Source: an optimization exercise on an open RTL-to-GDS flow (aim: small area). Production flows keep margins and buffers that such runs may drop.
In this exercise RTL edits were held to simulation tests only and were not proved equivalent to the original.
In every run shown here, the design's own scripts or RTL, not TritonCTS, make the clock network.
The clock input has no modelled driver; a real chip could not lean on it and would need a root buffer or a full tree.
No activity file was given, so power comes from the tool's default toggle rates.

File: design/flow/flow/run.sh
#!/bin/bash
# Standard ORFS layout (the standard.sh) with area-oriented changes:
#  - synthesis: the standard synthesis script, with an area-oriented ABC
#    script (flow/abc_area.script) in place of the speed-oriented one, and
#    without the half/full-adder extraction (ADDER_MAP_FILE empty), so that
#    ABC maps all the logic (register names and types are unchanged)
#  - port buffers: buf_1 instead of the default buffer
#  - CTS: no dummy loads; after CTS (flow/post_cts.tcl) the clock tree is
#    rebuilt as one level of clock buffers driven by the clock port
#    (flow/recluster.tcl), the reset inverter is sized to drive all the
#    reset pins, and gates with slack are downsized
# Each tool's output goes to ORFS's logs plus synth.log / layout.log here.
set -euo pipefail
here=$(pwd)
CTS_BUFS="sky130_fd_sc_hd__clkbuf_8"
CTS_EXTRA=""
rm -rf "$here/scripts_area"
cp -r "$FLOW_HOME/scripts" "$here/scripts_area"
cp "$here/flow/abc_area.script" "$here/scripts_area/abc_speed.script"
bash standard.sh synth SCRIPTS_DIR="$here/scripts_area" ADDER_MAP_FILE= > "$here/synth.log" 2>&1
bash standard.sh finish \
  BUFFER_PORTS_ARGS="-buffer_cell sky130_fd_sc_hd__buf_1" \
  CTS_ARGS="-sink_clustering_enable -repair_clock_nets -buf_list {$CTS_BUFS} -dont_use_dummy_load $CTS_EXTRA" \
  POST_CTS_TCL="$here/flow/post_cts.tcl" > "$here/layout.log" 2>&1
File: design/flow/flow/abc_area.script
strash
balance
rewrite
refactor
balance
rewrite
rewrite -z
balance
refactor -z
rewrite -z
balance
dc2
&get -n
&dch -f
&nf -p -R 1000
&put
File: design/flow/flow/post_cts.tcl
# After CTS (sourced by ORFS's cts.tcl as POST_CTS_TCL).
source [file join [file dirname [info script]] recluster.tcl]

# 1. Clock: one level of clock buffers driven by the clock port, in place of
#    CTS's root buffer plus leaf buffers.
recluster_clock_sized clk100MHz {sky130_fd_sc_hd__clkbuf_4 sky130_fd_sc_hd__clkbuf_8 sky130_fd_sc_hd__clkbuf_16} 0.110
detailed_placement
estimate_parasitics -placement

# 2. Downsize gates that have slack.
repair_timing -recover_power 100

# 3. The inverter that drives the flip-flops' active-low reset pins gets a
#    size that drives them all within the slew limit, so that no buffer is
#    added to that net later.
set block [ord::get_db_block]
foreach inst [$block getInsts] {
  set m [[$inst getMaster] getName]
  if { ![string match "sky130_fd_sc_hd__*inv_*" $m] } { continue }
  set onet [[$inst findITerm Y] getNet]
  if { $onet eq "NULL" } { continue }
  set n 0
  foreach it [$onet getITerms] {
    set p [[$it getMTerm] getName]
    if { $p eq "RESET_B" || $p eq "SET_B" } { incr n }
  }
  if { $n >= 16 } {
    puts "post_cts: [$inst getName] ($m) drives $n reset pins, sized to inv_4"
    replace_cell [get_cells [$inst getName]] sky130_fd_sc_hd__inv_4
  }
}

detailed_placement
check_placement -verbose
estimate_parasitics -placement
report_clock_skew
report_check_types -max_slew -max_capacitance -violators
File: design/flow/flow/recluster.tcl
# Rebuild the clock network that CTS made as K clock buffers, each driven
# directly by the clock port and each driving one cluster of the clock sinks
# (clusters from k-means on the sink locations). All the clock sinks see one
# buffer level, as in the CTS tree.
proc recluster_clock { port_name k buf_master } {
  set block [ord::get_db_block]
  set port_net [$block findNet $port_name]
  # collect the CTS buffers (transitively) and the sinks
  set bufs {}
  set sinks {}
  set todo [list $port_net]
  while { [llength $todo] > 0 } {
    set net [lindex $todo 0]
    set todo [lrange $todo 1 end]
    foreach it [$net getITerms] {
      if { ![$it isInputSignal] && [$it getIoType] ne "INPUT" } { continue }
      set inst [$it getInst]
      set m [[$inst getMaster] getName]
      if { [string match "sky130_fd_sc_hd__clkbuf_*" $m] } {
        lappend bufs $inst
        lappend todo [[$inst findITerm X] getNet]
      } else {
        lappend sinks $it
      }
    }
  }
  # sink locations
  set pts {}
  foreach s $sinks {
    set bb [[$s getInst] getBBox]
    lappend pts [list [expr {([$bb xMin] + [$bb xMax]) / 2}] [expr {([$bb yMin] + [$bb yMax]) / 2}]]
  }
  set n [llength $pts]
  # k-means, seeded with points spread along the sorted x order
  set order [lsort -integer -index 0 [lmap p $pts {lindex $p 0}]]
  set cents {}
  for { set c 0 } { $c < $k } { incr c } {
    set idx [expr {int(($c + 0.5) * $n / $k)}]
    set ys [lsort -integer [lmap p $pts {lindex $p 1}]]
    lappend cents [list [lindex [lsort -integer [lmap p $pts {lindex $p 0}]] $idx] [lindex $ys [expr {$n / 2}]]]
  }
  set assign {}
  for { set iter 0 } { $iter < 50 } { incr iter } {
    set assign {}
    foreach p $pts {
      set best 0; set bd 1e30
      for { set c 0 } { $c < $k } { incr c } {
        set dx [expr {[lindex $p 0] - [lindex $cents $c 0]}]
        set dy [expr {[lindex $p 1] - [lindex $cents $c 1]}]
        set d [expr {double($dx) * $dx + double($dy) * $dy}]
        if { $d < $bd } { set bd $d; set best $c }
      }
      lappend assign $best
    }
    set newc {}
    for { set c 0 } { $c < $k } { incr c } {
      set sx 0; set sy 0; set m 0
      foreach p $pts a $assign {
        if { $a == $c } { incr sx [lindex $p 0]; incr sy [lindex $p 1]; incr m }
      }
      if { $m > 0 } { lappend newc [list [expr {$sx / $m}] [expr {$sy / $m}]] } else { lappend newc [lindex $cents $c] }
    }
    set cents $newc
  }
  # remove the CTS buffers and their nets
  foreach b $bufs {
    set onet [[$b findITerm X] getNet]
    foreach it [$onet getITerms] { $it disconnect }
    [$b findITerm A] disconnect
    odb::dbInst_destroy $b
    odb::dbNet_destroy $onet
  }
  # new buffers
  set master [[ord::get_db] findMaster $buf_master]
  for { set c 0 } { $c < $k } { incr c } {
    set inst [odb::dbInst_create $block $master "clkbuf_cl_${c}_${port_name}"]
    set net [odb::dbNet_create $block "clknet_cl_${c}_${port_name}"]
    $net setSigType CLOCK
    [$inst findITerm A] connect $port_net
    [$inst findITerm X] connect $net
    set cnt 0
    foreach s $sinks a $assign {
      if { $a == $c } { $s connect $net; incr cnt }
    }
    $inst setLocation [lindex $cents $c 0] [lindex $cents $c 1]
    $inst setPlacementStatus PLACED
    puts "recluster_clock: $buf_master clkbuf_cl_${c}_${port_name} drives $cnt sinks"
  }
}

# Largest clock-pin slew among the sinks driven by buffer instance $inst.
proc cluster_worst_slew { inst } {
  set net [[$inst findITerm X] getNet]
  set w 0
  foreach it [$net getITerms] {
    if { [$it getInst] == $inst } { continue }
    set pin [get_pins "[[$it getInst] getName]/[[$it getMTerm] getName]"]
    set s [get_property $pin slew_max]
    if { $s > $w } { set w $s }
  }
  return $w
}

# Try K = 1..4 clusters; size each cluster's buffer as the smallest of
# $masters that keeps its sinks' clock slew at most $target (ns); keep the
# K with the least buffer area.
proc recluster_clock_sized { port_name masters target } {
  set block [ord::get_db_block]
  set best_k 0; set best_area 1e30; set best_sizes {}
  for { set k 1 } { $k <= 4 } { incr k } {
    recluster_clock $port_name $k [lindex $masters 0]
    set area 0; set sizes {}; set ok 1
    for { set c 0 } { $c < $k } { incr c } {
      set inst [$block findInst "clkbuf_cl_${c}_${port_name}"]
      set chosen ""
      foreach m $masters {
        replace_cell [get_cells [$inst getName]] $m
        estimate_parasitics -placement
        if { [cluster_worst_slew $inst] <= $target } { set chosen $m; break }
      }
      if { $chosen eq "" } { set ok 0; break }
      lappend sizes $chosen
      set area [expr {$area + [[[ord::get_db] findMaster $chosen] getWidth] * [[[ord::get_db] findMaster $chosen] getHeight]}]
    }
    puts "recluster_clock_sized: k=$k ok=$ok sizes=$sizes area=$area"
    if { $ok && $area < $best_area } { set best_k $k; set best_area $area; set best_sizes $sizes }
  }
  recluster_clock $port_name $best_k [lindex $masters 0]
  for { set c 0 } { $c < $best_k } { incr c } {
    replace_cell [get_cells "clkbuf_cl_${c}_${port_name}"] [lindex $best_sizes $c]
  }
  puts "recluster_clock_sized: chose k=$best_k sizes=$best_sizes"
}
File: design/flow/standard.sh
#!/bin/bash
# synth_recipe.tcl (not shown) runs the flow's synth.tcl, then flattens the netlist and writes it again
# the make line also repeats each setting of config.mk as NAME=value (left out here)
make -C /OpenROAD-flow-scripts/flow DESIGN_CONFIG=/design/flow/config.mk WORK_HOME=/design/flow/orfs CLKGATE_MAP_FILE= SYNTH_SCRIPT=/design/flow/synth_recipe.tcl "${@:-finish}"
File: design/flow/config.mk
export PLATFORM = sky130hd
export DESIGN_NAME = stopwatch
export DESIGN_NICKNAME = stopwatch
export VERILOG_FILES = /design/flow/design.v
export SDC_FILE = /design/flow/constraint.sdc
export NUM_CORES = 4
export LEC_CHECK = 0
export CAP_MARGIN = 20
export CORE_MARGIN = 2
export CORE_UTILIZATION = 75
export PLACE_DENSITY = 0.9
export SLEW_MARGIN = 20
File: design/flow/constraint.sdc
create_clock -name core_clock -period 12.5 [get_ports {clk100MHz}]
set_input_delay 2.5000 -clock core_clock [delete_from_list [all_inputs] [get_ports {clk100MHz}]]
set_output_delay 2.5000 -clock core_clock [all_outputs]
set_load 0.01 [all_outputs]
File: design/flow/design.v
`timescale 1ns/1ps
module bcd2sseg (
        input  wire  [3:0] bcd,
        output logic [6:0] sseg
    );
    wire a = bcd[3], b = bcd[2], c = bcd[1], d = bcd[0];
    wire seg_a = a | c | (b & d) | (~b & ~d);
    wire seg_b = ~b | (~c & ~d) | (c & d);
    wire seg_c = b | ~c | d;
    wire seg_d = a | (~b & ~d) | (~b & c) | (c & ~d) | (b & ~c & d);
    wire seg_e = (~b & ~d) | (c & ~d);
    wire seg_f = a | (~c & ~d) | (b & ~c) | (b & ~d);
    wire seg_g = a | (b & ~c) | (~b & c) | (c & ~d);
    assign sseg = ~{seg_g, seg_f, seg_e, seg_d, seg_c, seg_b, seg_a};
endmodule
`timescale 1ns / 1ps
module stopwatch
    (
        input  wire       clk100MHz,  
        input  wire       rst,        
        input  wire       start,      
        input  wire       stop,       
        input  wire [7:0] sw,         
        output wire [6:0] sseg_ca,    
        output wire [3:0] sseg_an,    
        output wire [9:0] LED         
    );
    logic [10:0] t;
    logic [10:0] t_q;            
    assign t = t_q ^ 11'd4;
    wire tick_disp  = &t[2:0];
    wire tick_count = t[5] & ~t[4] & ~t[3] & ~t[2] & t[1] & t[0];  
    always_ff @(posedge clk100MHz, posedge rst)
        if (rst) t_q <= 11'd0;
        else     t_q <= (t + 11'd1) ^ 11'd4;
    logic       running;
    logic [3:0] d0, d1, d2, d3;   
    logic [2:0] d4;               
    wire run_nxt = (start & ~stop) | (running & ~(stop & ~start));
    wire inc     = tick_count & run_nxt;
    wire c0 = inc & d0[3] & d0[0];
    wire c1 = c0  & d1[3] & d1[0];
    wire c2 = c1  & d2[3] & d2[0];
    wire c3 = c2  & d3[3] & d3[0];
    wire wrap = inc & d4[2] & d4[1] & d3[2] & d3[0] & d2[2] & d2[0]
                    & d1[1] & d1[0] & d0[2] & d0[0];
    function automatic [3:0] dec_inc(input [3:0] d);
        dec_inc[0] = ~d[0];
        dec_inc[1] = d[1] ^ (d[0] & ~d[3]);
        dec_inc[2] = d[2] ^ (d[0] & d[1]);
        dec_inc[3] = (d[3] & ~d[0]) | (d[2] & d[1] & d[0]);
    endfunction
    always_ff @(posedge clk100MHz, posedge rst)
        if (rst) running <= 1'b0;
        else if (tick_count) running <= run_nxt;
    always_ff @(posedge clk100MHz, posedge rst)
        if (rst) begin
            d0 <= '0; d1 <= '0; d2 <= '0; d3 <= '0; d4 <= '0;
        end
        else if (wrap) begin
            d0 <= '0; d1 <= '0; d2 <= '0; d3 <= '0; d4 <= '0;
        end
        else begin
            if (inc) d0 <= dec_inc(d0);
            if (c0)  d1 <= dec_inc(d1);
            if (c1)  d2 <= dec_inc(d2);
            if (c2)  d3 <= dec_inc(d3);
            if (c3)  d4 <= d4 + 3'd1;
        end
    wire [1:0] pos = t[4:3];
    logic [3:0] digit;
    always_comb
        case (pos)
            2'd0: digit = d0;
            2'd1: digit = d1;
            2'd2: digit = d2;
            default: digit = d3;
        endcase
    bcd2sseg u_bcd2sseg (.bcd(digit), .sseg(sseg_ca));
    logic pwm_flag;
    always_ff @(posedge clk100MHz, posedge rst)
        if (rst) pwm_flag <= 1'b0;
        else if (tick_disp) pwm_flag <= (t[10:3] < sw);
    assign sseg_an[0] =  t[4] |  t[3] | pwm_flag;
    assign sseg_an[1] =  t[4] | ~t[3] | pwm_flag;
    assign sseg_an[2] = ~t[4] |  t[3] | pwm_flag;
    assign sseg_an[3] = ~t[4] | ~t[3] | pwm_flag;
    logic [12:0] minute_count;   
    logic [12:0] minute_q;       
    assign minute_count = minute_q ^ 13'd2191;
    logic [3:0]  step;           
    wire [13:0] minute_sum = {1'b0, minute_count} + {13'd0, tick_count};
    wire        minute_wrap = minute_sum[13];
    always_ff @(posedge clk100MHz, posedge rst)
        if (rst) begin
            minute_q     <= 13'd0;
            step         <= '0;
        end
        else begin
            minute_q     <= (minute_sum[12:0] | (minute_wrap ? 13'd2191 : 13'd0)) ^ 13'd2191;
            if (minute_wrap) step <= step[3] ? 4'd0 : step + 4'd1;
        end
    assign LED[0] = step[3] | step[2] | step[1] | step[0];
    assign LED[1] = step[3] | step[2] | step[1];
    assign LED[2] = step[3] | step[2] | (step[1] & step[0]);
    assign LED[3] = step[3] | step[2];
    assign LED[4] = step[3] | (step[2] & (step[1] | step[0]));
    assign LED[5] = step[3] | (step[2] & step[1]);
    assign LED[6] = step[3] | (step[2] & step[1] & step[0]);
    assign LED[7] = step[3];
    assign LED[9:8] = 2'b00;
endmodule
==> results.sh, run 1 <==
export IMPL_status="complete, no violations"
export IMPL_grt_max_degree=50
export IMPL_yosys_area_top_type_share_pct=52.2
export IMPL_syn_inst=238
export IMPL_wl_per_cell_um=14.1
export IMPL_initialDrtViolationCount=100
export IMPL_swShare_pct=19.2
export IMPL_gp_congestion=0.786
export IMPL_grt_setup_unrepaired="no"
export IMPL_fmax_mhz=202
export IMPL_clkPwrFrac_pct=26.4
export IMPL_synth_top_family_by_area="simple AND/OR/NAND/NOR gates"
export IMPL_ios=33
export IMPL_synth_compound_area_share_pct=12.8
export IMPL_hold_viol_final=0
export IMPL_final_antenna_net_count=0
export IMPL_p_leak_nw=1.08
export IMPL_path_common_cell="and3_1"
export IMPL_rows=20
export IMPL_first_pass_iters=4
export IMPL_maxSlewHeadroom_pct=58.9
export IMPL_crit_chain="buf_1 -> nor2_1 -> nor2_1 -> a21oi_1 -> nor2_1 -> and2_0 -> and3_1 -> and3_1 -> and3_1 -> and3_1 -> and3_1 -> nor3_1"
export IMPL_peakVddDrop_mv=0.0977
export IMPL_slowest_delay_ps=380
export IMPL_die_area_um2=3600
export IMPL_synth_cell_types=33
export IMPL_grt_pass1_vias=1596
export IMPL_final_cell_mix="49 x dfrtp_1, 35 x nor2_1, 30 x buf_1, 29 x a21oi_1, 14 x clkinv_1"
export IMPL_crit_required_ps=12540
export IMPL_die_y_um=60.0
export IMPL_p_seq_share_pct=70.4
export IMPL_gr_total_overflow=0
export IMPL_cpMaxStageDelayCell="and2_0"
export IMPL_yosysWarnings=1
export IMPL_startpoint="start"
export IMPL_dp_hpwl_mm=3.15
export IMPL_finalSetupTns_ps=0
export IMPL_path_buf_inv=1
export IMPL_reg2regPathDepth=13
export IMPL_p_comb_share_pct=3.3
export IMPL_intPower_mw=0.184
export IMPL_startpoint_type="input pin"
export IMPL_fin_crit_ps=4950
export IMPL_path_max_fanout=9
export IMPL_hold_class="reg -> reg"
export IMPL_reg2reg_slack_ps=8830
export IMPL_clock_latency_ps=170
export IMPL_synth_avg_cell_area_um2=9.87
export IMPL_antenna_found_initial=0
export IMPL_clock_sinks=49
export IMPL_crit_cells=12
export IMPL_start_util_pct=77.6
export IMPL_die_width_um=60.0
export IMPL_end_kind="flip-flop"
export IMPL_diodes=0
export IMPL_viasPerCell=5.77
export IMPL_core_um2=3030
export IMPL_synth_xor_area_share_pct=5.22
export IMPL_portBuffers=30
export IMPL_synth_area_leaders="dfrtp_1 52%, a21oi_1 6.2%, nor2_1 5.6%, mux4_2 3.8%, xnor2_1 2.6%"
export IMPL_wirelength_mm=4.41
export IMPL_switchingPower_mw=0.0437
export IMPL_maxCapViolations=0
export IMPL_area_growth_pct=8.20
export IMPL_holdWs_ps=482
export IMPL_synth_top_area_cell="dfrtp_1"
export IMPL_synth_adder_area_share_pct=1.28
export IMPL_clock_skew_ps=23.1
export IMPL_synth_seq_cells=49
export IMPL_final_max_slew_viol_count=0
export IMPL_period_share_pct=39.6
export IMPL_fin_nets=283
export IMPL_setup_viol=0
export IMPL_synthMuxAreaShare_pct=4.31
export IMPL_ys_seq_area_share_pct=52.2
export IMPL_synthesis_area_um2=2350
export IMPL_rr_startpoint="t_q[3]$_DFF_PP0_"
export IMPL_grt_pass1_wl_mm=7.41
export IMPL_critical_path_class="in -> reg"
export IMPL_worstSetupEndpoint="d4[2]$_DFFE_PP0P_"
export IMPL_crit_family="simple AND/OR/NAND/NOR gates"
export IMPL_drive_gt1_share_pct=2.97
export IMPL_drc=0
export IMPL_holdPathStages=1
export IMPL_tightest_slew_ps=616
export IMPL_p_per_area_nw_per_um2=89.5
export IMPL_rr_endpoint="step[3]$_DFFE_PP0P_"
export IMPL_synth_simple_area_share_pct=20.7
export IMPL_cts_clk_slew_worst_paths_ps=110
export IMPL_layout_commonest_cell="dfrtp_1"
export IMPL_worstPathArrival_ps=4990
export IMPL_vias=1806
export IMPL_grt_usage_pct=27.8
export IMPL_num_fill_cells=191
-- state kept, by name (all words and copies together), names as in the netlist --
signal,flops
minute_q,13
t_q,11
d0,4
d1,4
d2,4
d3,4
step,4
d4,3
pwm_flag,1
running,1
-- cells in the mapped netlist --
cell / number
nand2_1: 8
nand3_1: 11
clkinv_1: 15
a21boi_0: 1
a2bb2oi_1: 1
dfrtp_1: 49
a311oi_1: 3
or3b_1: 2
buf_4: 3
nand2b_1: 3
o2bb2ai_1: 1
nor2b_1: 4
maj3_1: 3
mux4_2: 4
and2_0: 4
nand4_1: 2
mux2_1: 1
o22ai_1: 3
xor2_1: 7
or2_0: 3
a21oi_1: 29
nor3b_1: 4
nor3_1: 12
o21bai_1: 2
or3_1: 2
xnor2_1: 7
and3_1: 8
conb_1: 1
a211oi_1: 1
o21ai_0: 2
a21o_1: 3
o21a_1: 4
nor2_1: 35
-- layout make-up --
class	instances	area, µm²	share of cell area [%]
Buffer	3	41.3	1.62
Inverter	15	58.8	2.31
Multi-Input combinational cell	172	1050	41.2
Sequential cell	49	1230	48.2
Tap cell	44	55.1	2.17
Timing Repair Buffer	30	113	4.43
-- cells by family (layout without fill, tap and decap cells) --
kind of cell | after synthesis | after routing
and+or+nand+nor | 98 | 98
adders and majority gates | 3 | 3
other | 1 | 2
AOI/OAI and AO/OA | 50 | 50
buffers and inverters | 18 | 48
xor gates and xnor gates | 14 | 14
DFF | 49 | 49
muxes | 5 | 5
-- through the flow --
step / area [µm²] / total power [mW] / std cells / setup slack (ps) / utilization [%]
floorplan: 2350 / 0.168 / 239 / 8000 / -
global placement: 2500 / 0.170 / 310 / 7680 / 82.5
detailed placement: 2500 / 0.171 / 310 / 7450 / 82.5
global route: 2540 / 0.234 / 313 / 7330 / 84.0
finish: 2540 / 0.228 / 313 / 7550 / 84.0
-- routing by layer --
metal | global-route usage, % | part of all wire (%) | up-vias
met5 | 0 | 0 | -
met4 | 4.13 | 0 | 0
met3 | 6.06 | 5.3 | 0
met2 | 46.7 | 50 | 58
met1 | 38.3 | 44 | 858
li1 | - | - | 890
-- worst min path at each step --
stage / startpoint / end
6_report: t_q[10]$_DFF_PP0_ / t_q[10]$_DFF_PP0_
2_1_floorplan: t_q[1]$_DFF_PP0_ / t_q[1]$_DFF_PP0_
3_5_place_dp: t_q[0]$_DFF_PP0_ / t_q[0]$_DFF_PP0_
3_3_place_gp: t_q[1]$_DFF_PP0_ / t_q[1]$_DFF_PP0_
5_1_grt: t_q[10]$_DFF_PP0_ / t_q[10]$_DFF_PP0_
-- power by group through the flow --
stage | Sequential (mW) | Combinational (mW) | Clock, mW
floorplan | 0.163 | 0.00540 | 0
global placement | 0.163 | 0.00719 | 0
detailed placement | 0.163 | 0.00752 | 0
global route | 0.160 | 0.00868 | 0.0654
finish | 0.160 | 0.00742 | 0.0600
==> inputs of run 2 (changes only) <==
--- a/design/flow/config.mk
+++ b/design/flow/config.mk
@@ -7,6 +7,5 @@
 export LEC_CHECK = 0
 export CAP_MARGIN = 20
 export CORE_MARGIN = 2
-export CORE_UTILIZATION = 75
-export PLACE_DENSITY = 0.9
+export CORE_UTILIZATION = 40
 export SLEW_MARGIN = 20
==> run 2 against run 1 <==
Net effect:
- still clean
- synthesized area did not move
- combinational power fell by 2%
- die area rose by 81%
- clock skew fell by 18 ps
- utilization fell by 38 points
- via count fell by 3.5%
- clock power fell by 1%
- flip-flop and latch count did not move
- synthesized cell count did not move
- critical path type unchanged
- largest power group unchanged
==> results.sh, run 2 <==
export IMPL_ios=33
export IMPL_critical_path_class="in -> reg"
export IMPL_top_register="minute_q"
export IMPL_rr_startpoint="t_q[3]$_DFF_PP0_"
export IMPL_fmax_mhz=209
export IMPL_hold_class="reg -> reg"
export IMPL_top_regs="minute_q: 13 flops, t_q: 11 flops"
export IMPL_largest_reg_flops=13
export IMPL_clock_skew_ps=5.36
export IMPL_clock_sinks=49
export IMPL_startpoint_type="input pin"
export IMPL_die_area_um2=6500
export IMPL_vias=1742
export IMPL_path_max_fanout=9
export IMPL_area_sequential_um2=1230
export IMPL_synth_avg_cell_area_um2=9.87
export IMPL_dp_hpwl_mm=2.95
export IMPL_drc=0
export IMPL_area_growth_pct=9.69
export IMPL_antenna_found_initial=0
export IMPL_hold_start="t_q[1]$_DFF_PP0_"
export IMPL_ys_top_cells_by_count="49 x dfrtp_1, 35 x nor2_1, 29 x a21oi_1"
export IMPL_rows=27
export IMPL_final_cell_mix="49 x dfrtp_1, 35 x nor2_1, 30 x buf_1, 29 x a21oi_1, 14 x clkinv_1"
export IMPL_diodes=0
export IMPL_finalPower_mw=0.227
export IMPL_die_y_um=80.6
export IMPL_async_reset_ff_share_pct=100
export IMPL_end_kind="flip-flop"
export IMPL_path_common_cell="and3_1"
export IMPL_setup_viol=0
export IMPL_viasPerCell=5.11
export IMPL_p_leak_nw=1.08
export IMPL_syn_inst=238
export IMPL_drive_gt1_share_pct=2.97
export IMPL_crit_chain="buf_1 -> nor2_1 -> nor2_1 -> a21oi_1 -> nor2_1 -> and2_0 -> and3_1 -> and3_1 -> and3_1 -> and3_1 -> and3_1 -> nor3_1"
export IMPL_wl_per_cell_um=12.0
export IMPL_peakVddDrop_mv=0.0703
export IMPL_grt_usage_pct=13.6
export IMPL_maxSlewHeadroom_pct=59.2
export IMPL_whs_endpoint="t_q[1]$_DFF_PP0_"
export IMPL_gp_congestion=0.790
export IMPL_final_max_slew_viol_count=0
export IMPL_holdPathStages=1
export IMPL_grt_max_degree=50
export IMPL_synth_edff_count=0
export IMPL_core_um2=5570
export IMPL_clock_latency_ps=150
export IMPL_tightest_slew_ps=613
export IMPL_maxCapViolations=0
export IMPL_p_per_area_nw_per_um2=88.0
export IMPL_final_antenna_net_count=0
export IMPL_status="complete, no violations"
export IMPL_hold_viol_final=0
export IMPL_cts_clk_slew_worst_paths_ps=90
export IMPL_wirelength_mm=4.08
export IMPL_crit_required_ps=12520
export IMPL_num_fill_cells=540
export IMPL_fin_nets=283
export IMPL_start_util_pct=42.2
export IMPL_crit_family="simple AND/OR/NAND/NOR gates"
export IMPL_path_buf_inv=1
export IMPL_synth_flop_cell="dfrtp_1"
export IMPL_portBuffers=30
export IMPL_synthesis_area_um2=2350
export IMPL_fin_crit_ps=4770
export IMPL_yosys_area_top_type_share_pct=52.2
export IMPL_die_width_um=80.6
export IMPL_synth_top_area_cell="dfrtp_1"
export IMPL_rr_endpoint="step[3]$_DFFE_PP0P_"
export IMPL_synth_area_leaders="dfrtp_1 52%, a21oi_1 6.2%, nor2_1 5.6%, mux4_2 3.8%, xnor2_1 2.6%"
export IMPL_synth_cell_types=33
export IMPL_ys_seq_area_share_pct=52.2
export IMPL_slowest_delay_ps=360
export IMPL_grt_pass1_vias=1570
export IMPL_multi_input_area_um2=1050
export IMPL_gr_total_overflow=0
export IMPL_cpMaxStageDelayCell="and2_0"
export IMPL_reg2reg_slack_ps=8970
export IMPL_synth_seq_cells=49
export IMPL_yosysWarnings=1
export IMPL_layout_commonest_cell="dfrtp_1"
export IMPL_grt_setup_unrepaired="no"
export IMPL_reg2regPathDepth=13
export IMPL_worstPathArrival_ps=4790
export IMPL_initialDrtViolationCount=111
export IMPL_yosysMostFrequentCell="dfrtp_1"
export IMPL_grt_pass1_wl_mm=7.02
export IMPL_period_share_pct=38.2
export IMPL_finalSetupTns_ps=0
export IMPL_first_pass_iters=4
[run 2: cell counts in the layout (fill, tap and decap cells not counted)]
No cell type changed its count.
[run 2: final cells by class]
type | instances | share of cell area, %
repair buffers | 30 | 4.37
plain buffers | 3 | 1.60
multi-input cells | 172 | 40.7
inverters | 15 | 2.28
well taps | 72 | 3.50
flip-flops and latches | 49 | 47.6
[run 2: report_power, final]
| part | internal [mW] | switching [mW] |
|---|---|---|
| clock | 0.0222 | 0.0372 |
| combinational | 0.00231 | 0.00495 |
| sequential | 0.159 | 0.000914 |
| total | 0.184 | 0.0431 |
[run 2: cells by family (layout without fill, tap and decap cells)]
logic type	count (synthesis)	in the layout	share of synthesized area (%)
AO/OA/AOI/OAI	50	50	12.8
multiplexers	5	5	4.31
AND/OR/NAND/NOR	98	98	20.7
buffers and inverters	18	48	3.35
other	1	2	0.160
adder cells (fa/ha/maj)	3	3	1.28
flip-flops	49	49	52.2
XOR/XNOR	14	14	5.22
[run 2: worst max-delay path by stage]
stage / depth (start not counted) / end / slack (ps) / from
final: 12 / d4[2]$_DFFE_PP0P_ / 7730 / start
after global routing: 12 / d4[2]$_DFFE_PP0P_ / 7360 / start
after detailed placement: 12 / d4[2]$_DFFE_PP0P_ / 7560 / start
after global placement: 12 / d4[2]$_DFFE_PP0P_ / 7680 / start
after floorplan: 11 / d4[2]$_DFFE_PP0P_ / 8000 / start
[run 2: per-layer routing]
layer  part of all wire, %  GRT usage [%]  routed length [µm]
met1                    50           19.0                2050
met2                    45           22.5                1850
met4                  0.59           2.03                  24
met3                   3.8           2.81                 154
met5                     0              0                   0
[run 2: worst register-to-register path: stages (launching register included)]
cell and delay (ps):
dfrtp_1 560, nor3_1 240, nand3_1 230, nor3_1 350, nand2b_1 150, nor2_1 250
nand4_1 180, nor2_1 140, and2_0 250, nand3_1 160, nor2_1 170, and2_0 480
xnor2_1 180, nor3_1 60
[run 2: per-stage QoR]
stage | util [%] | setup slack (ps) | hold WS, ps | area (µm²) | cells
finish | 46.2 | 7730 | 476 | 2580 | 341
global route | 46.2 | 7360 | 500 | 2580 | 341
global placement | 45.5 | 7680 | 459 | 2530 | 338
detailed placement | 45.5 | 7560 | 465 | 2530 | 338
floorplan | - | 8000 | 441 | 2350 | 239
==> inputs of run 3 (changes only) <==
--- a/design/flow/design.v
+++ b/design/flow/design.v
@@ -27,12 +27,13 @@
     );
     logic [10:0] t;
     logic [10:0] t_q;            
-    assign t = t_q ^ 11'd4;
+    localparam [10:0] T_INV = 11'b11111000100;
+    assign t = t_q ^ T_INV;
     wire tick_disp  = &t[2:0];
     wire tick_count = t[5] & ~t[4] & ~t[3] & ~t[2] & t[1] & t[0];  
     always_ff @(posedge clk100MHz, posedge rst)
-        if (rst) t_q <= 11'd0;
-        else     t_q <= (t + 11'd1) ^ 11'd4;
+        if (rst) t_q <= 11'd4 ^ T_INV;
+        else     t_q <= (t + 11'd1) ^ T_INV;
     logic       running;
     logic [3:0] d0, d1, d2, d3;   
     logic [2:0] d4;               
--- a/design/flow/flow/post_cts.tcl
+++ b/design/flow/flow/post_cts.tcl
@@ -3,7 +3,7 @@
 
 # 1. Clock: one level of clock buffers driven by the clock port, in place of
 #    CTS's root buffer plus leaf buffers.
-recluster_clock_sized clk100MHz {sky130_fd_sc_hd__clkbuf_4 sky130_fd_sc_hd__clkbuf_8 sky130_fd_sc_hd__clkbuf_16} 0.110
+recluster_clock_sized clk100MHz {sky130_fd_sc_hd__clkbuf_4 sky130_fd_sc_hd__clkbuf_8 sky130_fd_sc_hd__clkbuf_16} 0.105
 detailed_placement
 estimate_parasitics -placement
 
==> run 3 against run 2 <==
Net effect:
- still clean on timing, DRC and antenna
- wire length is 3.4% higher
- cell count fell by 0.29%
- sequential power barely moved
- fmax grew 2.8%
==> results.sh, run 3 <==
export IMPL_status="complete, no violations"
export IMPL_setup_viol=0
export IMPL_clock_sinks=49
export IMPL_synthesis_area_um2=2330
export IMPL_ys_top_cells_by_count="44 x dfrtp_1, 34 x nor2_1, 29 x a21oi_1"
export IMPL_clock_latency_ps=160
export IMPL_grt_pass1_vias=1595
export IMPL_fin_nets=282
export IMPL_reg2reg_slack_ps=8750
export IMPL_p_comb_share_pct=2.9
export IMPL_final_cell_mix="44 x dfrtp_1, 34 x nor2_1, 30 x buf_1, 29 x a21oi_1, 16 x nor3_1"
export IMPL_area_sequential_um2=1230
export IMPL_p_per_area_nw_per_um2=91.3
export IMPL_swShare_pct=18.9
export IMPL_viasPerCell=5.10
export IMPL_ios=33
export IMPL_wirelength_mm=4.22
export IMPL_intPower_mw=0.191
export IMPL_area_growth_pct=10.6
export IMPL_finalSetupTns_ps=0
export IMPL_hold_viol_final=0
export IMPL_grt_pass1_wl_mm=7.25
export IMPL_fin_crit_ps=4640
export IMPL_final_max_slew_viol_count=0
export IMPL_maxCapViolations=0
export IMPL_grt_usage_pct=14.3
export IMPL_startpoint_type="input pin"
export IMPL_initialDrtViolationCount=99
export IMPL_wl_per_cell_um=12.4
export IMPL_peakVddDrop_mv=0.0703
export IMPL_rr_startpoint="t_q[3]$_DFF_PP0_"
export IMPL_clkPwrFrac_pct=29.1
export IMPL_worstPathArrival_ps=4670
export IMPL_synth_edff_count=0
export IMPL_dp_hpwl_mm=3.04
export IMPL_gr_usage_met3_pct=2.81
export IMPL_fmax_mhz=215
export IMPL_grt_util_met2_pct=23.3
export IMPL_period_share_pct=37.1
export IMPL_use_met1_pct=20.1
export IMPL_gr_total_overflow=0
export IMPL_drive_gt1_share_pct=4.85
export IMPL_start_util_pct=41.8
export IMPL_yosys_area_top_type_share_pct=47.3
export IMPL_busiest_layer="met2"
export IMPL_ys_seq_area_share_pct=52.9
export IMPL_vias=1734
export IMPL_crit_required_ps=12530
export IMPL_synth_cell_types=34
export IMPL_cts_clk_slew_worst_paths_ps=100
export IMPL_maxSlewHeadroom_pct=51.7
export IMPL_num_fill_cells=541
export IMPL_synth_avg_cell_area_um2=9.83
export IMPL_hold_class="reg -> reg"
export IMPL_syn_inst=237
export IMPL_synth_area_leaders="dfrtp_1 47%, a21oi_1 6.2%, dfstp_2 5.6%, nor2_1 5.5%, mux4_2 3.9%"
export IMPL_rows=27
export IMPL_top_regs="minute_q: 13 flops, t_q: 11 flops"
export IMPL_synth_seq_cells=49
export IMPL_core_um2=5570
export IMPL_multi_input_area_um2=1040
export IMPL_drc=0
export IMPL_critical_path_class="in -> reg"
export IMPL_holdPathStages=1
export IMPL_layout_commonest_cell="dfrtp_1"
export IMPL_path_max_fanout=9
export IMPL_largest_reg_flops=13
export IMPL_p_leak_nw=1.12
export IMPL_antenna_found_initial=0
export IMPL_async_reset_ff_share_pct=100
export IMPL_yosysWarnings=1
export IMPL_final_antenna_net_count=0
export IMPL_hold_start="t_q[1]$_DFF_PP0_"
export IMPL_startpoint="start"
export IMPL_die_y_um=80.3
export IMPL_switchingPower_mw=0.0445
export IMPL_synth_top_area_cell="dfrtp_1"
export IMPL_tightest_slew_ps=724
export IMPL_diodes=0
export IMPL_yosysMostFrequentCell="dfrtp_1"
export IMPL_synth_flop_cell="dfrtp_1"
export IMPL_first_pass_iters=4
export IMPL_die_area_um2=6450
export IMPL_gp_congestion=0.798
export IMPL_clock_skew_ps=8.51
export IMPL_end_kind="flip-flop"
export IMPL_reg2regPathDepth=13
export IMPL_die_width_um=80.3
export IMPL_grt_setup_unrepaired="no"
export IMPL_top_register="minute_q"
export IMPL_finalPower_mw=0.235
export IMPL_p_seq_share_pct=68.1
export IMPL_grt_max_degree=50
export IMPL_portBuffers=30
==> run 3: changes by cell type after synthesis, sizes merged, moves of 4 or more <==
cell   delta
dfstp     +5
nor3      +4
dfrtp     -5
nand3     -5
==> run 3: critical path, stage by stage <==
cell	delay (ps)
buf_1	90
nor2_1	50
nor2_1	80
a21oi_1	40
nor2_1	200
and2_0	260
and3_1	350
and3_1	340
and3_1	280
and3_1	260
and3_1	180
nor3_1	50
==> run 3: layout make-up <==
| class | instances | area share (%) |
|---|---|---|
| Sequential cell | 49 | 47.8 |
| Timing Repair Buffer | 31 | 4.52 |
| Tap cell | 72 | 3.50 |
| Buffer | 2 | 1.94 |
| Inverter | 13 | 1.99 |
| Multi-Input combinational cell | 173 | 40.2 |
==> run 3: cells by family (layout without fill, tap and decap cells) <==
logic type	count (synthesis)	count (layout)	share of synthesized area, %
AND/OR/NAND/NOR	97	97	20.4
AO/OA/AOI/OAI	53	53	13.3
flip-flops	49	49	52.9
XOR/XNOR	17	17	6.39
buffers and inverters	16	46	3.06
multiplexers	4	4	3.87
other	1	2	0.161
==> run 3: stage by stage <==
step           cells  hold slack (ps)  util, %  instance area [µm²]  setup slack (ps)
2_1_floorplan    238              439        -                 2330              7790
6_report         340              475     46.2                 2580              7860
3_5_place_dp     338              468     45.3                 2530              7720
3_3_place_gp     338              452     45.3                 2530              7790
5_1_grt          340              503     46.2                 2580              7570
==> run 3: worst paths after layout <==
kind / to
max: d4[2]$_DFFE_PP0P_
min: t_q[1]$_DFF_PP0_
max reg2reg: step[3]$_DFFE_PP0P_
min reg2reg: t_q[1]$_DFF_PP0_
max in group asynchronous: d1[1]$_DFFE_PP0P_
min in group asynchronous: step[3]$_DFFE_PP0P_
==> run 3: power by group through the flow <==
stage	Combinational [mW]	Clock (mW)	Sequential, mW
final	0.00671	0.0683	0.160
after global routing	0.00813	0.0754	0.160
after detailed placement	0.00690	0	0.163
after global placement	0.00690	0	0.163
after floorplan	0.00486	0	0.163
==> run 3: layer usage <==
metal  part of all wire [%]  vias up  routed length, µm
met5                      0        -                  0
met4                   0.57        0                 24
met3                    3.5        2                149
met2                     46       25               1940
met1                     50      814               2110
li1                       -      893                  -
==> inputs of run 4 (changes only) <==
--- a/design/flow/flow/post_cts.tcl
+++ b/design/flow/flow/post_cts.tcl
@@ -3,7 +3,7 @@
 
 # 1. Clock: one level of clock buffers driven by the clock port, in place of
 #    CTS's root buffer plus leaf buffers.
-recluster_clock_sized clk100MHz {sky130_fd_sc_hd__clkbuf_4 sky130_fd_sc_hd__clkbuf_8 sky130_fd_sc_hd__clkbuf_16} 0.105
+recluster_clock_sized clk100MHz {sky130_fd_sc_hd__clkbuf_4 sky130_fd_sc_hd__clkbuf_8 sky130_fd_sc_hd__clkbuf_16} 0.110
 detailed_placement
 estimate_parasitics -placement
 
--- a/design/flow/flow/recluster.tcl
+++ b/design/flow/flow/recluster.tcl
@@ -2,7 +2,7 @@
 # directly by the clock port and each driving one cluster of the clock sinks
 # (clusters from k-means on the sink locations). All the clock sinks see one
 # buffer level, as in the CTS tree.
-proc recluster_clock { port_name k buf_master } {
+proc recluster_clock { port_name k buf_master {init 0} } {
   set block [ord::get_db_block]
   set port_net [$block findNet $port_name]
   # collect the CTS buffers (transitively) and the sinks
@@ -31,13 +31,23 @@
     lappend pts [list [expr {([$bb xMin] + [$bb xMax]) / 2}] [expr {([$bb yMin] + [$bb yMax]) / 2}]]
   }
   set n [llength $pts]
-  # k-means, seeded with points spread along the sorted x order
-  set order [lsort -integer -index 0 [lmap p $pts {lindex $p 0}]]
+  # k-means, seeded with the points at the cluster quantiles along one of
+  # four projections (x, y, x+y, x-y), chosen by $init
+  set proj {}
+  foreach p $pts {
+    set x [lindex $p 0]; set y [lindex $p 1]
+    switch -- [expr {$init % 4}] {
+      0 { lappend proj [list $x $p] }
+      1 { lappend proj [list $y $p] }
+      2 { lappend proj [list [expr {$x + $y}] $p] }
+      3 { lappend proj [list [expr {$x - $y}] $p] }
+    }
+  }
+  set sorted [lsort -integer -index 0 $proj]
   set cents {}
   for { set c 0 } { $c < $k } { incr c } {
     set idx [expr {int(($c + 0.5) * $n / $k)}]
-    set ys [lsort -integer [lmap p $pts {lindex $p 1}]]
-    lappend cents [list [lindex [lsort -integer [lmap p $pts {lindex $p 0}]] $idx] [lindex $ys [expr {$n / 2}]]]
+    lappend cents [lindex $sorted $idx 1]
   }
   set assign {}
   for { set iter 0 } { $iter < 50 } { incr iter } {
@@ -106,28 +116,35 @@
 # K with the least buffer area.
 proc recluster_clock_sized { port_name masters target } {
   set block [ord::get_db_block]
-  set best_k 0; set best_area 1e30; set best_sizes {}
+  set best_k 0; set best_init 0; set best_area 1e30; set best_slew 1e30; set best_sizes {}
   for { set k 1 } { $k <= 4 } { incr k } {
-    recluster_clock $port_name $k [lindex $masters 0]
-    set area 0; set sizes {}; set ok 1
-    for { set c 0 } { $c < $k } { incr c } {
-      set inst [$block findInst "clkbuf_cl_${c}_${port_name}"]
-      set chosen ""
-      foreach m $masters {
-        replace_cell [get_cells [$inst getName]] $m
-        estimate_parasitics -placement
-        if { [cluster_worst_slew $inst] <= $target } { set chosen $m; break }
+    for { set init 0 } { $init < 4 } { incr init } {
+      recluster_clock $port_name $k [lindex $masters 0] $init
+      set area 0; set sizes {}; set ok 1; set wslew 0
+      for { set c 0 } { $c < $k } { incr c } {
+        set inst [$block findInst "clkbuf_cl_${c}_${port_name}"]
+        set chosen ""
+        foreach m $masters {
+          replace_cell [get_cells [$inst getName]] $m
+          estimate_parasitics -placement
+          set sl [cluster_worst_slew $inst]
+          if { $sl <= $target } { set chosen $m; break }
+        }
+        if { $chosen eq "" } { set ok 0; break }
+        if { $sl > $wslew } { set wslew $sl }
+        lappend sizes $chosen
+        set mm [[ord::get_db] findMaster $chosen]
+        set area [expr {$area + [$mm getWidth] * [$mm getHeight]}]
       }
-      if { $chosen eq "" } { set ok 0; break }
-      lappend sizes $chosen
-      set area [expr {$area + [[[ord::get_db] findMaster $chosen] getWidth] * [[[ord::get_db] findMaster $chosen] getHeight]}]
+      puts "recluster_clock_sized: k=$k init=$init ok=$ok sizes=$sizes area=$area worst_slew=$wslew"
+      if { $ok && ($area < $best_area || ($area == $best_area && $wslew < $best_slew)) } {
+        set best_k $k; set best_init $init; set best_area $area; set best_slew $wslew; set best_sizes $sizes
+      }
     }
-    puts "recluster_clock_sized: k=$k ok=$ok sizes=$sizes area=$area"
-    if { $ok && $area < $best_area } { set best_k $k; set best_area $area; set best_sizes $sizes }
   }
-  recluster_clock $port_name $best_k [lindex $masters 0]
+  recluster_clock $port_name $best_k [lindex $masters 0] $best_init
   for { set c 0 } { $c < $best_k } { incr c } {
     replace_cell [get_cells "clkbuf_cl_${c}_${port_name}"] [lindex $best_sizes $c]
   }
-  puts "recluster_clock_sized: chose k=$best_k sizes=$best_sizes"
+  puts "recluster_clock_sized: chose k=$best_k init=$best_init sizes=$best_sizes worst_slew=$best_slew"
 }
==> run 4 against run 3 <==
Net effect:
- sequential share of layout area rose by 0.16 points
- die area is the same
- critical path type unchanged
- flip-flop and latch count stayed put
- hold slack lost 0.53 ps
- synthesized area did not move
- cell count rose by 0.29%
- first-iteration DRC count is 7.1% lower
- largest cell class unchanged
- synthesized cell count unchanged
- sequential power is essentially flat
- via count shrank 0.58%
- total power shrank 2.9%
- still clean on timing, DRC and antenna
- largest power group unchanged
- register-to-register slack improved by 30 ps
==> results.sh, run 4 <==
export IMPL_synth_seq_cells=49
export IMPL_yosys_area_top_type_share_pct=47.3
export IMPL_clock_latency_ps=160
export IMPL_hold_viol_final=0
export IMPL_synth_flop_cell="dfrtp_1"
export IMPL_top_register="minute_q"
export IMPL_grt_max_degree=50
export IMPL_dpl_cell_area_um2=2530
export IMPL_design_area_um2=2570
export IMPL_synth_cell_types=34
export IMPL_crit_required_ps=12530
export IMPL_top_regs="minute_q: 13 flops, t_q: 11 flops"
export IMPL_yosysWarnings=1
export IMPL_dp_cells=338
export IMPL_wirelength_mm=4.23
export IMPL_path_common_cell="and3_1"
export IMPL_area_growth_pct=10.2
export IMPL_fmax_mhz=215
export IMPL_fin_cells=341
export IMPL_initialDrtViolationCount=92
export IMPL_antenna_found_initial=0
export IMPL_status="complete, no violations"
export IMPL_period_share_pct=37.1
export IMPL_viasPerCell=5.06
export IMPL_grt_pass1_wl_mm=7.27
export IMPL_die_width_um=80.3
export IMPL_maxCapViolations=0
export IMPL_start_util_pct=41.8
export IMPL_die_y_um=80.3
export IMPL_cts_clk_slew_worst_paths_ps=100
export IMPL_fin_crit_ps=4640
export IMPL_end_kind="flip-flop"
export IMPL_hold_class="reg -> reg"
export IMPL_vias=1724
export IMPL_final_cell_mix="44 x dfrtp_1, 34 x nor2_1, 30 x buf_1, 29 x a21oi_1, 16 x nor3_1"
export IMPL_grt_pass1_vias=1597
export IMPL_path_max_fanout=9
export IMPL_finalSetupTns_ps=0
export IMPL_synthesis_area_um2=2330
export IMPL_path_buf_inv=1
export IMPL_first_pass_iters=4
export IMPL_peakVddDrop_mv=0.0601
export IMPL_maxSlewHeadroom_pct=52.5
export IMPL_critical_path_class="in -> reg"
export IMPL_p_leak_nw=1.11
export IMPL_wl_per_cell_um=12.4
export IMPL_gp_congestion=0.798
export IMPL_synth_area_leaders="dfrtp_1 47%, a21oi_1 6.2%, dfstp_2 5.6%, nor2_1 5.5%, mux4_2 3.9%"
export IMPL_diodes=0
export IMPL_die_area_um2=6450
export IMPL_synth_top_area_cell="dfrtp_1"
export IMPL_largest_reg_flops=13
export IMPL_fin_nets=283
export IMPL_ys_top_cells_by_count="44 x dfrtp_1, 34 x nor2_1, 29 x a21oi_1"
export IMPL_drc=0
export IMPL_worstPathArrival_ps=4670
export IMPL_syn_inst=237
export IMPL_layout_commonest_cell="dfrtp_1"
export IMPL_cpMaxStageDelayCell="and3_1"
export IMPL_ios=33
export IMPL_grt_setup_unrepaired="no"
export IMPL_crit_family="simple AND/OR/NAND/NOR gates"
export IMPL_crit_chain="buf_1 -> nor2_1 -> nor2_1 -> a21oi_1 -> nor2_1 -> and2_0 -> and3_1 -> and3_1 -> and3_1 -> and3_1 -> and3_1 -> nor3_1"
export IMPL_final_antenna_net_count=0
export IMPL_dp_hpwl_mm=3.04
export IMPL_drive_gt1_share_pct=5.20
export IMPL_synth_edff_count=0
export IMPL_setup_slack_ps=7860
export IMPL_final_max_slew_viol_count=0
export IMPL_grt_usage_pct=14.7
export IMPL_setup_viol=0
export IMPL_holdWs_ps=474
export IMPL_clock_sinks=49
export IMPL_clock_skew_ps=5.68
export IMPL_rows=27
export IMPL_async_reset_ff_share_pct=100
export IMPL_yosysMostFrequentCell="dfrtp_1"
export IMPL_portBuffers=30
export IMPL_p_per_area_nw_per_um2=89.0
export IMPL_slowest_delay_ps=350
export IMPL_startpoint_type="input pin"
export IMPL_tightest_slew_ps=712
export IMPL_ys_seq_area_share_pct=52.9
export IMPL_gr_total_overflow=0
export IMPL_pre_cts_ws_ps=7720
export IMPL_core_um2=5570
export IMPL_synth_avg_cell_area_um2=9.83
## run 4: changes by cell type in the layout (fill, tap and decap cells not counted), sizes merged
cell and delta:
clkbuf +1
## run 4: cells by family after synthesis
kind of cell | Yosys count | share of synthesized area (%)
flops | 49 | 52.9
simple gates | 97 | 20.4
other cells | 1 | 0.161
xor+xnor | 17 | 6.39
buf+inv | 16 | 3.06
mux | 4 | 3.87
compound gates | 53 | 13.3
## run 4: path summary, 6_finish.rpt
check	startpoint	endpoint	slack, ps	depth (start not counted)
worst max-delay path	start	d4[2]$_DFFE_PP0P_	7860	12
worst min-delay path	t_q[1]$_DFF_PP0_	t_q[1]$_DFF_PP0_	470	1
worst max register to register	t_q[3]$_DFF_PP0_	step[3]$_DFFE_PP0P_	8780	13
worst min register to register	t_q[1]$_DFF_PP0_	t_q[1]$_DFF_PP0_	470	1
max in group asynchronous	rst	d1[1]$_DFFE_PP0P_	9710	2
min in group asynchronous	rst	step[3]$_DFFE_PP0P_	2390	2
## run 4: metrics by stage
stage               power [mW]  utilization [%]
finish                   0.228             46.1
global route             0.237             46.1
detailed placement       0.170             45.3
global placement         0.170             45.3
floorplan                0.168                -
## run 4: worst register-to-register path: stages, from the launching register on
cell and delay [ps]:
dfrtp_1 570, nor3_1 250, nand3_1 230, nor3_1 380, nand2b_1 150, nor2_1 260
nand4_1 200, nor2_1 160, and2_0 250, nand3_1 160, nor2_1 150, and2_0 600
xnor2_1 190, nor3_1 60
## run 4: where the power goes
part / internal [mW] / switching [mW]
logic: 0.00197 / 0.00473
registers: 0.159 / 0.000856
clock network: 0.0223 / 0.0393
total: 0.184 / 0.0449
## run 4: final cells by class
class	count	area (µm²)
sequential	49	1230
buffer	3	41.3
timing repair buffer	31	116
inverter	13	51.3
tap	72	90.1
multi-input combinational	173	1040
fill	547	3010
## run 4: per-layer routing
metal	routed length, µm	track usage [%]	vias to the layer above
met3	137	3.48	4
met4	51	4.07	0
met5	0	0	-
li1	-	-	886
met2	1860	22.9	24
met1	2180	20.4	810
==> inputs of run 5 (changes only) <==
--- a/design/flow/config.mk
+++ b/design/flow/config.mk
@@ -5,7 +5,7 @@
 export SDC_FILE = /design/flow/constraint.sdc
 export NUM_CORES = 4
 export LEC_CHECK = 0
-export CAP_MARGIN = 20
+export CAP_MARGIN = 0
 export CORE_MARGIN = 2
 export CORE_UTILIZATION = 40
-export SLEW_MARGIN = 20
+export SLEW_MARGIN = 0
==> run 5 against run 4 <==
Net effect:
- largest power group unchanged
- die area did not move
- worst setup slack got worse by 59 ps
- clock power fell by 1%
- sequential share of layout area rose by 0.12 points
- combinational power barely moved
- register-to-register slack barely moved
- still clean
- global-route usage did not move
- clock skew rose by 3.8 ps
- fmax fell by 1.2%
- total power fell by 0.33%
==> results.sh, run 5 <==
export IMPL_status="complete, no violations"
export IMPL_cpMaxStageDelayCell="nor4_1"
export IMPL_die_y_um=80.3
export IMPL_gr_total_overflow=0
export IMPL_die_width_um=80.3
export IMPL_synth_flop_cell="dfrtp_1"
export IMPL_viasPerCell=5.12
export IMPL_fin_nets=283
export IMPL_fin_crit_ps=4700
export IMPL_p_leak_nw=1.11
export IMPL_maxSlewHeadroom_pct=25.4
export IMPL_core_um2=5570
export IMPL_hold_class="reg -> reg"
export IMPL_clock_latency_ps=160
export IMPL_grt_usage_pct=14.7
export IMPL_largest_reg_flops=13
export IMPL_fmax_mhz=213
export IMPL_top_regs="minute_q: 13 flops, t_q: 11 flops"
export IMPL_async_reset_ff_share_pct=100
export IMPL_drive_gt1_share_pct=4.83
export IMPL_design_area_um2=2560
export IMPL_ios=33
export IMPL_synth_top_family_by_area="simple AND/OR/NAND/NOR gates"
export IMPL_dp_hpwl_mm=3.04
export IMPL_vias=1747
export IMPL_first_pass_iters=4
export IMPL_worstSetupEndpoint="d4[1]$_DFFE_PP0P_"
export IMPL_crit_required_ps=12540
export IMPL_maxCapViolations=0
export IMPL_area_growth_pct=9.94
export IMPL_wl_per_cell_um=12.5
export IMPL_antenna_found_initial=0
export IMPL_path_common_cell="nor2_1"
export IMPL_grt_setup_unrepaired="no"
export IMPL_synth_top_area_cell="dfrtp_1"
export IMPL_layout_commonest_cell="dfrtp_1"
export IMPL_slowest_delay_ps=960
export IMPL_synth_compound_area_share_pct=13.3
export IMPL_start_util_pct=41.8
export IMPL_synth_edff_count=0
export IMPL_final_antenna_net_count=0
export IMPL_cts_clk_slew_worst_paths_ps=100
export IMPL_finalPower_mw=0.228
export IMPL_reg2reg_slack_ps=8770
export IMPL_period_share_pct=37.6
export IMPL_rr_endpoint="step[3]$_DFFE_PP0P_"
export IMPL_synth_simple_area_share_pct=20.4
export IMPL_ys_seq_area_share_pct=52.9
export IMPL_portBuffers=30
export IMPL_synth_area_leaders="dfrtp_1 47%, a21oi_1 6.2%, dfstp_2 5.6%, nor2_1 5.5%, mux4_2 3.9%"
export IMPL_critical_path_class="in -> reg"
export IMPL_grt_max_degree=50
export IMPL_dpl_cell_area_um2=2530
export IMPL_syn_inst=237
export IMPL_yosysWarnings=1
export IMPL_startpoint="start"
export IMPL_initialDrtViolationCount=80
export IMPL_finalSetupTns_ps=0
export IMPL_synthesis_area_um2=2330
export IMPL_path_max_fanout=11
export IMPL_synth_adder_area_share_pct=0
export IMPL_final_cell_mix="44 x dfrtp_1, 34 x nor2_1, 30 x buf_1, 29 x a21oi_1, 16 x nor3_1"
export IMPL_synth_seq_cells=49
export IMPL_end_kind="flip-flop"
export IMPL_peakVddDrop_mv=0.0601
export IMPL_tightest_slew_ps=1110
export IMPL_reg2regPathDepth=13
export IMPL_die_area_um2=6450
export IMPL_startpoint_type="input pin"
export IMPL_grt_pass1_vias=1597
export IMPL_final_max_slew_viol_count=0
export IMPL_gp_congestion=0.798
export IMPL_setup_viol=0
export IMPL_hold_viol_final=0
export IMPL_rows=27
export IMPL_rr_startpoint="t_q[3]$_DFF_PP0_"
export IMPL_top_register="minute_q"
export IMPL_yosysMostFrequentCell="dfrtp_1"
export IMPL_crit_chain="buf_1 -> nor2_1 -> nor2_1 -> a21oi_1 -> nor2_1 -> nand2_1 -> nor4_1 -> clkbuf_1 -> o21bai_1 -> a21oi_1"
export IMPL_synthMuxAreaShare_pct=3.87
export IMPL_synth_avg_cell_area_um2=9.83
export IMPL_diodes=0
export IMPL_ys_top_cells_by_count="44 x dfrtp_1, 34 x nor2_1, 29 x a21oi_1"
export IMPL_grt_pass1_wl_mm=7.27
export IMPL_synth_xor_area_share_pct=6.39
export IMPL_synth_cell_types=34
export IMPL_clock_skew_ps=9.50
export IMPL_drc=0
export IMPL_wirelength_mm=4.25
export IMPL_yosys_area_top_type_share_pct=47.3
export IMPL_worstPathArrival_ps=4740
export IMPL_clock_sinks=49
export IMPL_p_per_area_nw_per_um2=88.9
[run 5: cells by family after synthesis]
logic type,Yosys count
buf+inv,16
simple gates,97
compound gates,53
flops,49
mux,4
other cells,1
xor+xnor,17
[run 5: metrics by stage]
step / cells / hold WS (ps) / util [%] / setup WS [ps]
finish: 341 / 474 / 45.9 / 7800
global route: 341 / 503 / 45.9 / 7480
detailed placement: 338 / 468 / 45.3 / 7720
global placement: 338 / 452 / 45.3 / 7790
floorplan: 238 / 439 / - / 7790
[run 5: where the power goes]
| part | switching [mW] | internal [mW] | total (mW) | leakage [nW] |
|---|---|---|---|---|
| Sequential | 0.000867 | 0.159 | 0.160 | 0.621 |
| Combinational | 0.00473 | 0.00197 | 0.00670 | 0.470 |
| Clock | 0.0386 | 0.0223 | 0.0609 | 0.0216 |
[run 5: metal layers]
metal | global-route usage, % | part of all wire [%]
met1 | 20.4 | 51
met3 | 3.48 | 3.1
met5 | 0 | 0
met2 | 22.9 | 44
met4 | 4.07 | 1.2
[run 5: final cells by class]
class                           count  area (µm²)
Buffer                              3        41.3
Sequential cell                    49        1230
Timing Repair Buffer               31         116
Tap cell                           72        90.1
Fill cell                         546        3010
Inverter                           13        51.3
Multi-Input combinational cell    173        1030
[run 5: worst max-delay path, delay by kind of cell]
kind,cells,cell delay (ps)
buf+inv,2,530
simple gates,5,1440
compound gates,3,270
[run 5: worst min path at each step]
stage,startpoint,end,slack [ps],cells after the start
after floorplan,t_q[1]$_DFF_PP0_,t_q[1]$_DFF_PP0_,440,1
after global placement,t_q[1]$_DFF_PP0_,t_q[1]$_DFF_PP0_,450,1
after detailed placement,t_q[1]$_DFF_PP0_,t_q[1]$_DFF_PP0_,470,1
after global routing,t_q[1]$_DFF_PP0_,t_q[1]$_DFF_PP0_,500,1
final,t_q[1]$_DFF_PP0_,t_q[1]$_DFF_PP0_,470,1
==> inputs of run 6 (changes only) <==
--- a/design/flow/config.mk
+++ b/design/flow/config.mk
@@ -5,7 +5,7 @@
 export SDC_FILE = /design/flow/constraint.sdc
 export NUM_CORES = 4
 export LEC_CHECK = 0
-export CAP_MARGIN = 0
+export CAP_MARGIN = 5
 export CORE_MARGIN = 2
 export CORE_UTILIZATION = 40
-export SLEW_MARGIN = 0
+export SLEW_MARGIN = 5
==> run 6 against run 5 <==
Net effect:
- still clean
- die area is the same
- hold slack did not move
- sequential share of layout area unchanged
- clock power hardly changed
- largest cell class unchanged
- largest power group unchanged
==> results.sh, run 6 <==
export IMPL_status="complete, no violations"
export IMPL_top_register="minute_q"
export IMPL_start_util_pct=41.8
export IMPL_grt_pass1_vias=1597
export IMPL_path_common_cell="nor2_1"
export IMPL_tightest_slew_ps=1110
export IMPL_ys_top_cells_by_count="44 x dfrtp_1, 34 x nor2_1, 29 x a21oi_1"
export IMPL_grt_max_degree=50
export IMPL_viasPerCell=5.12
export IMPL_top_regs="minute_q: 13 flops, t_q: 11 flops"
export IMPL_clock_skew_ps=9.50
export IMPL_crit_family="simple AND/OR/NAND/NOR gates"
export IMPL_clock_sinks=49
export IMPL_synthMuxAreaShare_pct=3.87
export IMPL_initialDrtViolationCount=80
export IMPL_final_cell_mix="44 x dfrtp_1, 34 x nor2_1, 30 x buf_1, 29 x a21oi_1, 16 x nor3_1"
export IMPL_synth_compound_area_share_pct=13.3
export IMPL_ys_seq_area_share_pct=52.9
export IMPL_synth_flop_cell="dfrtp_1"
export IMPL_cts_clk_slew_worst_paths_ps=100
export IMPL_synth_area_leaders="dfrtp_1 47%, a21oi_1 6.2%, dfstp_2 5.6%, nor2_1 5.5%, mux4_2 3.9%"
export IMPL_crit_chain="buf_1 -> nor2_1 -> nor2_1 -> a21oi_1 -> nor2_1 -> nand2_1 -> nor4_1 -> clkbuf_1 -> o21bai_1 -> a21oi_1"
export IMPL_antenna_found_initial=0
export IMPL_p_leak_nw=1.11
export IMPL_period_share_pct=37.6
export IMPL_first_pass_iters=4
export IMPL_drive_gt1_share_pct=4.83
export IMPL_crit_required_ps=12540
export IMPL_ios=33
export IMPL_worstPathArrival_ps=4740
export IMPL_finalPower_mw=0.228
export IMPL_gr_usage_met3_pct=3.48
export IMPL_die_area_um2=6450
export IMPL_synth_xor_area_share_pct=6.39
export IMPL_yosysMostFrequentCell="dfrtp_1"
export IMPL_die_y_um=80.3
export IMPL_synth_adder_area_share_pct=0
export IMPL_layout_commonest_cell="dfrtp_1"
export IMPL_hold_viol_final=0
export IMPL_use_met1_pct=20.4
export IMPL_portBuffers=30
export IMPL_critical_path_class="in -> reg"
export IMPL_dp_hpwl_mm=3.04
export IMPL_grt_util_met2_pct=22.9
export IMPL_fin_nets=283
export IMPL_final_antenna_net_count=0
export IMPL_final_max_slew_viol_count=0
export IMPL_synth_cell_types=34
export IMPL_synthesis_area_um2=2330
export IMPL_async_reset_ff_share_pct=100
export IMPL_startpoint_type="input pin"
export IMPL_grt_pass1_wl_mm=7.27
export IMPL_end_kind="flip-flop"
export IMPL_drc=0
export IMPL_rows=27
export IMPL_slowest_delay_ps=960
export IMPL_wl_per_cell_um=12.5
export IMPL_synth_avg_cell_area_um2=9.83
export IMPL_vias=1747
export IMPL_gr_total_overflow=0
export IMPL_fmax_mhz=213
export IMPL_hold_class="reg -> reg"
export IMPL_die_width_um=80.3
export IMPL_yosys_area_top_type_share_pct=47.3
export IMPL_synth_top_area_cell="dfrtp_1"
export IMPL_maxCapViolations=0
export IMPL_gp_congestion=0.798
export IMPL_synth_simple_area_share_pct=20.4
export IMPL_dpl_cell_area_um2=2530
export IMPL_cpMaxStageDelayCell="nor4_1"
export IMPL_grt_usage_pct=14.7
export IMPL_maxSlewHeadroom_pct=25.4
export IMPL_wirelength_mm=4.25
export IMPL_setup_viol=0
export IMPL_largest_reg_flops=13
export IMPL_path_buf_inv=2
export IMPL_busiest_layer="met2"
export IMPL_core_um2=5570
export IMPL_diodes=0
export IMPL_area_growth_pct=9.94
export IMPL_p_per_area_nw_per_um2=88.9
export IMPL_grt_setup_unrepaired="no"
export IMPL_path_max_fanout=11
export IMPL_fin_crit_ps=4700
export IMPL_syn_inst=237
export IMPL_clock_latency_ps=160
export IMPL_synth_edff_count=0
export IMPL_synth_top_family_by_area="simple AND/OR/NAND/NOR gates"
export IMPL_finalSetupTns_ps=0
export IMPL_peakVddDrop_mv=0.0601
export IMPL_synth_seq_cells=49
export IMPL_design_area_um2=2560
export IMPL_yosysWarnings=1
## run 6: cell counts after synthesis
Identical to the previous run, type by type.
## run 6: per-layer routing
| metal | wire [µm] | vias up |
|---|---|---|
| met2 | 1890 | 22 |
| met4 | 51 | 0 |
| met3 | 133 | 4 |
| li1 | - | 888 |
| met1 | 2180 | 833 |
| met5 | 0 | - |
## run 6: report_power, final
| group | internal [mW] | switching (mW) |
|---|---|---|
| sequential | 0.159 | 0.000867 |
| combinational | 0.00197 | 0.00473 |
| clock | 0.0223 | 0.0386 |
| total | 0.183 | 0.0442 |
## run 6: area by class of cell
type                    count  area, µm²
repair buffers             31        116
multi-input cells         173       1030
inverters                  13       51.3
plain buffers               3       41.3
well taps                  72       90.1
flip-flops and latches     49       1230
fillers                   546       3010
## run 6: final timing paths
kind                       depth (start not counted)             start  slack, ps                   to
setup reg to reg                                  13  t_q[3]$_DFF_PP0_       8770  step[3]$_DFFE_PP0P_
max in group asynchronous                          2               rst       9710    d1[1]$_DFFE_PP0P_
hold reg to reg                                    1  t_q[1]$_DFF_PP0_        470     t_q[1]$_DFF_PP0_
hold / removal                                     1  t_q[1]$_DFF_PP0_        470     t_q[1]$_DFF_PP0_
min in group asynchronous                          2               rst       2390  step[3]$_DFFE_PP0P_
setup / recovery                                  10             start       7800    d4[1]$_DFFE_PP0P_
## run 6: per-stage QoR
stage,worst slack (ps),utilization [%],hold WS (ps),std cells
final,7800,45.9,474,341
after global routing,7480,45.9,503,341
after detailed placement,7720,45.3,468,338
after global placement,7790,45.3,452,338
after floorplan,7790,-,439,238
## run 6: logic make-up after synthesis
family          Yosys count
compound gates           53
xor+xnor                 17
buf+inv                  16
flops                    49
mux                       4
other cells               1
simple gates             97
## run 6: worst reg2reg max path, stage by stage, from the launching register on
cell and delay (ps):
dfrtp_1 560, nor3_1 250, nand3_1 240, nor3_1 380
nand2b_1 150, nor2_1 260, nand4_1 200, nor2_1 160
and2_0 250, nand3_1 160, nor2_1 150, and2_0 610
xnor2_1 190, nor3_1 60

-- separate check: timing with driven ports --
The results above use ideal ports. As a check the final layouts listed here were re-extracted and re-timed, cells and wires unchanged. Step 1 sets driving cells, clkbuf_16 on the clock port and buf_2 on the other inputs (assumed; they add their load-dependent delay and slew). Step 2, shift: input delay + t, output delay - t, t = (earliest + latest rising clock arrival at the registers) / 2. This alone moves slack from input paths to output paths. Three values: ideal ports, drivers, drivers and shift; two values: the first two.
| run | t, ns | slack for setup (ns) | worst setup path at the end | latest minus earliest clock arrival (ns) | worst register clock-pin slew, ns |
|---|---|---|---|---|---|
| run 1 | 0.199 | 7.548 / 7.566 / 7.367 | input to register | 0.024 / 0.023 | 0.11 / 0.11 |
| run 2 | 0.195 | 7.726 / 7.749 / 7.554 | input to register | 0.006 / 0.006 | 0.10 / 0.10 |
| run 3 | 0.201 | 7.858 / 7.839 / 7.681 | input to register | 0.009 / 0.008 | 0.10 / 0.10 |
| run 4 | 0.204 | 7.859 / 7.832 / 7.681 | input to register | 0.006 / 0.006 | 0.10 / 0.10 |
| run 5 | 0.202 | 7.800 / 7.826 / 7.624 | input to register | 0.010 / 0.010 | 0.10 / 0.10 |
| run 6 | 0.202 | 7.800 / 7.826 / 7.624 | input to register | 0.010 / 0.010 | 0.10 / 0.10 |
After both steps every run listed still meets setup and hold. For run 1, which loses most, drivers alone change the setup slack by +0.018 ns; drivers and shift together by -0.181 ns.
